What follows belongs to an exercise in optimizing a design on an open flow for small area and a short achievable clock period; a production flow would make more cautious choices.
Power is estimated from default activity; no workload was simulated.

== run X ==
Design multiplier, start of the top module:
module multiplier (a, b, prod, qnan, infinity, zero, normal, clk);
Size in the first run: about 580 cells after synthesis, about 67 flip-flops, about 53 I/O pins, roughly 0.0056 mm2 of cells after synthesis.
Settings: LEC_CHECK=0, CAP_MARGIN=20, CORE_MARGIN=2, CORE_UTILIZATION=62, CTS_BUF_LIST=sky130_fd_sc_hd__clkbuf_8, PLACE_DENSITY=0.75, SLEW_MARGIN=20, SYNTH_HIERARCHICAL=1; clock period 12.0 ns.
standard.sh (not shown) runs the stock make flow with config.mk's settings and CLKGATE_MAP_FILE= SYNTH_SCRIPT=/design/flow/synth_recipe.tcl, a recipe that flattens the netlist after the stock synthesis.
==> flow/flow/run.sh <==
#!/bin/bash
set -euo pipefail
cp standard.sh standard_copy.sh
sed "s|^make -C|make SETUP_SLACK_MARGIN=8.0 'CTS_ARGS=-sink_clustering_enable -repair_clock_nets -buf_list sky130_fd_sc_hd__clkbuf_8 -dont_use_dummy_load' 'BUFFER_PORTS_ARGS=-buffer_cell sky130_fd_sc_hd__buf_1' -C|" standard.sh > tight.sh
grep -q "BUFFER_PORTS_ARGS=-buffer_cell" tight.sh
bash tight.sh > make_flow.log 2>&1
#### Input delta (run D over run X)
--- a/flow/design.v
+++ b/flow/design.v
@@ -7,40 +7,39 @@
 wire [5:0] c_bo, c_bt;
 genvar gi;
 generate for (gi = 0; gi < 6; gi = gi + 1) begin : rec
   assign c_bo[gi] = bx[2*gi+1] ^ bx[2*gi];
   assign c_bt[gi] = (bx[2*gi+2] & ~bx[2*gi+1] & ~bx[2*gi]) | (~bx[2*gi+2] & bx[2*gi+1] & bx[2*gi]);
 end endgenerate
 reg [10:0] sa;
 reg [5:0] bo, bt;
-reg [4:0] bn, bnn;
+reg [4:0] bn;
 reg [4:0] ea, eb;
 reg sgn1;
 always @(posedge clk) begin
   sa <= {~&a[14:10] & |a[14:10], a[9:0]};
   bo <= c_bo;
   bt <= c_bt;
   bn <= {b[9], b[7], b[5], b[3], b[1]};
-  bnn <= ~{b[9], b[7], b[5], b[3], b[1]};
   ea <= a[14:10];
   eb <= b[14:10];
   sgn1 <= a[15] ^ b[15];
 end
 wire b_m0 = ~|{bo[4:0], bt[4:0]};
 wire a_m0 = ~|sa[9:0];
 wire a_e1 = &ea, b_e1 = &eb;
 wire a_n = ~a_e1 & |ea, b_n = ~b_e1 & |eb;
 wire a_inf = a_e1 & a_m0, b_inf = b_e1 & b_m0;
 wire a_zero = ~a_n & ~a_e1 & a_m0, b_zero = ~b_n & ~b_e1 & b_m0;
 wire c_qnan = (a_inf & b_zero) | (b_inf & a_zero);
 wire c_zero = ~a_inf & ~b_inf & (a_zero | b_zero);
 wire c_fin = ~a_e1 & ~b_e1 & ~a_zero & ~b_zero;
 wire [5:0] esum = ea + eb;
-wire [4:0] pe_nn = ea + eb + 5'd17;
+wire [4:0] pe_nn = esum[4:0] + 5'd17;
 wire [4:0] c_pe0 = (a_n & b_n) ? pe_nn : a_n ? ea : b_n ? eb : 5'd15;
 wire [4:0] c_pe1 = c_pe0 + 5'd1;
 wire c_f0 = c_fin & (~(a_n & b_n) | (esum <= 6'd45));
 wire c_f1 = c_fin & ((a_n & b_n) ? (esum <= 6'd44) : a_n ? (ea != 5'd30) : b_n ? (eb != 5'd30) : 1'b1);
 wire pp_0_0 = ~(bn[0] ^ ((bo[0] & sa[0])));
 wire pp_0_1 = ~(bn[0] ^ ((bo[0] & sa[1]) | (bt[0] & sa[0])));
 wire pp_0_2 = ~(bn[0] ^ ((bo[0] & sa[2]) | (bt[0] & sa[1])));
 wire pp_0_3 = ~(bn[0] ^ ((bo[0] & sa[3]) | (bt[0] & sa[2])));
@@ -107,16 +106,17 @@
 wire pp_5_4 = ~((bo[5] & sa[4]) | (bt[5] & sa[3]));
 wire pp_5_5 = ~((bo[5] & sa[5]) | (bt[5] & sa[4]));
 wire pp_5_6 = ~((bo[5] & sa[6]) | (bt[5] & sa[5]));
 wire pp_5_7 = ~((bo[5] & sa[7]) | (bt[5] & sa[6]));
 wire pp_5_8 = ~((bo[5] & sa[8]) | (bt[5] & sa[7]));
 wire pp_5_9 = ~((bo[5] & sa[9]) | (bt[5] & sa[8]));
 wire pp_5_10 = ~((bo[5] & sa[10]) | (bt[5] & sa[9]));
 wire pp_5_11 = ~((bt[5] & sa[10]));
+wire [4:0] bnn = ~bn;
 wire s1, c2, s3, c4, s5, c6, s7, c8, s9, c10, s11, c12, s13, c14, s15, c16, s17, c18, s19, c20, s21, c22, s23, c24, s25, c26, s27, c28, s29, c30, s31, c32, s33, c34, s35, c36, s37, c38, s39, s40, c41, s42, c43, s44, c45, s46, c47, s48, c49, s50, c51, s52, c53, s54, c55, s56, c57, s58, c59, s60, c61, s62, c63, s64, c65, s66, c67, s68, c69, s70, s71, c72, s73, c74, s75, c76, s77, c78, s79, c80, s81, c82, s83, c84, s85, c86, s87, c88, s89, c90, s91, c92, s93, c94, s95, c96, s97, c98, s99, c100, s101, c102, s103, c104, s105, c106, s107, c108, s109;
 nhs us1 (.a(pp_0_6), .b(pp_1_4), .y(s1));
 nhc uc2 (.a(pp_0_6), .b(pp_1_4), .y(c2));
 nhs us3 (.a(pp_0_7), .b(pp_1_5), .y(s3));
 nhc uc4 (.a(pp_0_7), .b(pp_1_5), .y(c4));
 fa us5 (.y(pp_0_8), .x(pp_1_6), .cin(pp_2_4), .sum(s5), .cout(c6));
 nhs us7 (.a(pp_3_2), .b(pp_4_0), .y(s7));
 nhc uc8 (.a(pp_3_2), .b(pp_4_0), .y(c8));
### Flow results
- Run D: flow completed, timing, DRC and antenna clean
- The maximum frequency reported for run D is greater than that of run X by 2.5 MHz.
- The multi-input combinational cell count of run D is lower than that of run X.
- Worst setup slack: run X and run D compared, higher one is run D
- Total design power, run X and run D, lower one = run D.
- Per the comparison of run D with run X, synthesized-area fraction occupied by adder cells increased by 0.50 points relative to the old numbers; total detailed-routing wirelength decreased by 16% relative to the old numbers.
- On actual slew at the worst max-slew pin, the lower figure sits with run D, not run X.
Function was not checked in any run of this note: the RTL went through the layout flow alone.

---

Another version of the RTL of multiplier (not shown whole).
Size in the first run: roughly 600 cells after synthesis, ~67 flip-flops, ~53 I/O pins.
Settings: LEC_CHECK=0, CAP_MARGIN=20, CORE_MARGIN=2, CORE_UTILIZATION=62, CTS_BUF_LIST=sky130_fd_sc_hd__clkbuf_8, PLACE_DENSITY=0.75, SLEW_MARGIN=20, SYNTH_HIERARCHICAL=1; clock period 12.0 ns.
==> flow/flow/run.sh <==
#!/bin/bash
set -euo pipefail
cp standard.sh standard_copy.sh
sed "s|^make -C|make SETUP_SLACK_MARGIN=7.8 'CTS_ARGS=-sink_clustering_enable -repair_clock_nets -buf_list sky130_fd_sc_hd__clkbuf_8 -dont_use_dummy_load' -C|" standard.sh > tight.sh
grep -q "SETUP_SLACK_MARGIN=7.8 'CTS_ARGS=" tight.sh
bash tight.sh > make_flow.log 2>&1
Edit:
--- a/flow/design.v
+++ b/flow/design.v
@@ -7,25 +7,24 @@
 wire [5:0] c_bo, c_bt;
 genvar gi;
 generate for (gi = 0; gi < 6; gi = gi + 1) begin : rec
   assign c_bo[gi] = bx[2*gi+1] ^ bx[2*gi];
   assign c_bt[gi] = (bx[2*gi+2] & ~bx[2*gi+1] & ~bx[2*gi]) | (~bx[2*gi+2] & bx[2*gi+1] & bx[2*gi]);
 end endgenerate
 reg [10:0] sa;
 reg [5:0] bo, bt;
-reg [4:0] bn, bnn;
+reg [4:0] bn;
 reg [4:0] ea, eb;
 reg sgn1;
 always @(posedge clk) begin
   sa <= {~&a[14:10] & |a[14:10], a[9:0]};
   bo <= c_bo;
   bt <= c_bt;
   bn <= {b[9], b[7], b[5], b[3], b[1]};
-  bnn <= ~{b[9], b[7], b[5], b[3], b[1]};
   ea <= a[14:10];
   eb <= b[14:10];
   sgn1 <= a[15] ^ b[15];
 end
 wire b_m0 = ~|{bo[4:0], bt[4:0]};
 wire a_m0 = ~|sa[9:0];
 wire a_e1 = &ea, b_e1 = &eb;
 wire a_n = ~a_e1 & |ea, b_n = ~b_e1 & |eb;
@@ -107,16 +106,17 @@
 wire pp_5_4 = ~((bo[5] & sa[4]) | (bt[5] & sa[3]));
 wire pp_5_5 = ~((bo[5] & sa[5]) | (bt[5] & sa[4]));
 wire pp_5_6 = ~((bo[5] & sa[6]) | (bt[5] & sa[5]));
 wire pp_5_7 = ~((bo[5] & sa[7]) | (bt[5] & sa[6]));
 wire pp_5_8 = ~((bo[5] & sa[8]) | (bt[5] & sa[7]));
 wire pp_5_9 = ~((bo[5] & sa[9]) | (bt[5] & sa[8]));
 wire pp_5_10 = ~((bo[5] & sa[10]) | (bt[5] & sa[9]));
 wire pp_5_11 = ~((bt[5] & sa[10]));
+wire [4:0] bnn = ~bn;
 wire s1, c2, s3, c4, s5, c6, s7, c8, s9, c10, s11, c12, s13, c14, s15, c16, s17, c18, s19, c20, s21, c22, s23, c24, s25, c26, s27, c28, s29, c30, s31, c32, s33, c34, s35, c36, s37, c38, s39, s40, c41, s42, c43, s44, c45, s46, c47, s48, c49, s50, c51, s52, c53, s54, c55, s56, c57, s58, c59, s60, c61, s62, c63, s64, c65, s66, c67, s68, c69, s70, s71, c72, s73, c74, s75, c76, s77, c78, s79, c80, s81, c82, s83, c84, s85, c86, s87, c88, s89, c90, s91, c92, s93, c94, s95, c96, s97, c98, s99, c100, s101, c102, s103, c104, s105, c106, s107, c108, s109;
 nhs us1 (.a(pp_0_6), .b(pp_1_4), .y(s1));
 nhc uc2 (.a(pp_0_6), .b(pp_1_4), .y(c2));
 nhs us3 (.a(pp_0_7), .b(pp_1_5), .y(s3));
 nhc uc4 (.a(pp_0_7), .b(pp_1_5), .y(c4));
 fa us5 (.y(pp_0_8), .x(pp_1_6), .cin(pp_2_4), .sum(s5), .cout(c6));
 nhs us7 (.a(pp_3_2), .b(pp_4_0), .y(s7));
 nhc uc8 (.a(pp_3_2), .b(pp_4_0), .y(c8));
Maximum frequency barely changes.
Final cell count increases slightly.
Total power came out lower slightly.
Global-route usage stays flat.
Clock-buffer cell count does not change.
Die area decreases by a few percent.
Worst setup slack gains 0.0062 ns.
Final area drops slightly.
Routed wire length falls slightly.
No run of this note included a check of the RTL's function; only the layout flow was run.

==> port drivers added, routing unchanged <==
In the flow no input, the clock included, has a driving cell. The finished layouts below were timed again as built, in two steps. Step 1 (the two cells are an assumption about what drives the block):
set clk [get_ports {clk}]
set_driving_cell -lib_cell sky130_fd_sc_hd__clkbuf_16 $clk
set_driving_cell -lib_cell sky130_fd_sc_hd__buf_2 [delete_from_list [all_inputs] $clk]
Step 2 adds t to the input delays and takes it off the output delays; t is the mean of the earliest and latest rising clock arrival at the registers after step 1. Input paths then give back, and output paths get back, about the clock's delay inside the block. Slacks: ideal ports / drivers / drivers and shift; pairs: ideal ports / drivers.
run | t (ns) | slack for setup (ns) | latest minus earliest clock arrival (ns)
run X | 0.364 | 8.006 / 8.006 / 8.006 | 0.020 / 0.020
run D | 0.362 | 8.046 / 8.013 / 8.068 | 0.013 / 0.014
the first run of note 2 | 0.366 | 7.831 / 7.800 / 7.949 | 0.042 / 0.042
the second run of note 2 | 0.364 | 7.837 / 7.805 / 7.898 | 0.023 / 0.023
After both steps setup and hold are still met in every run listed.
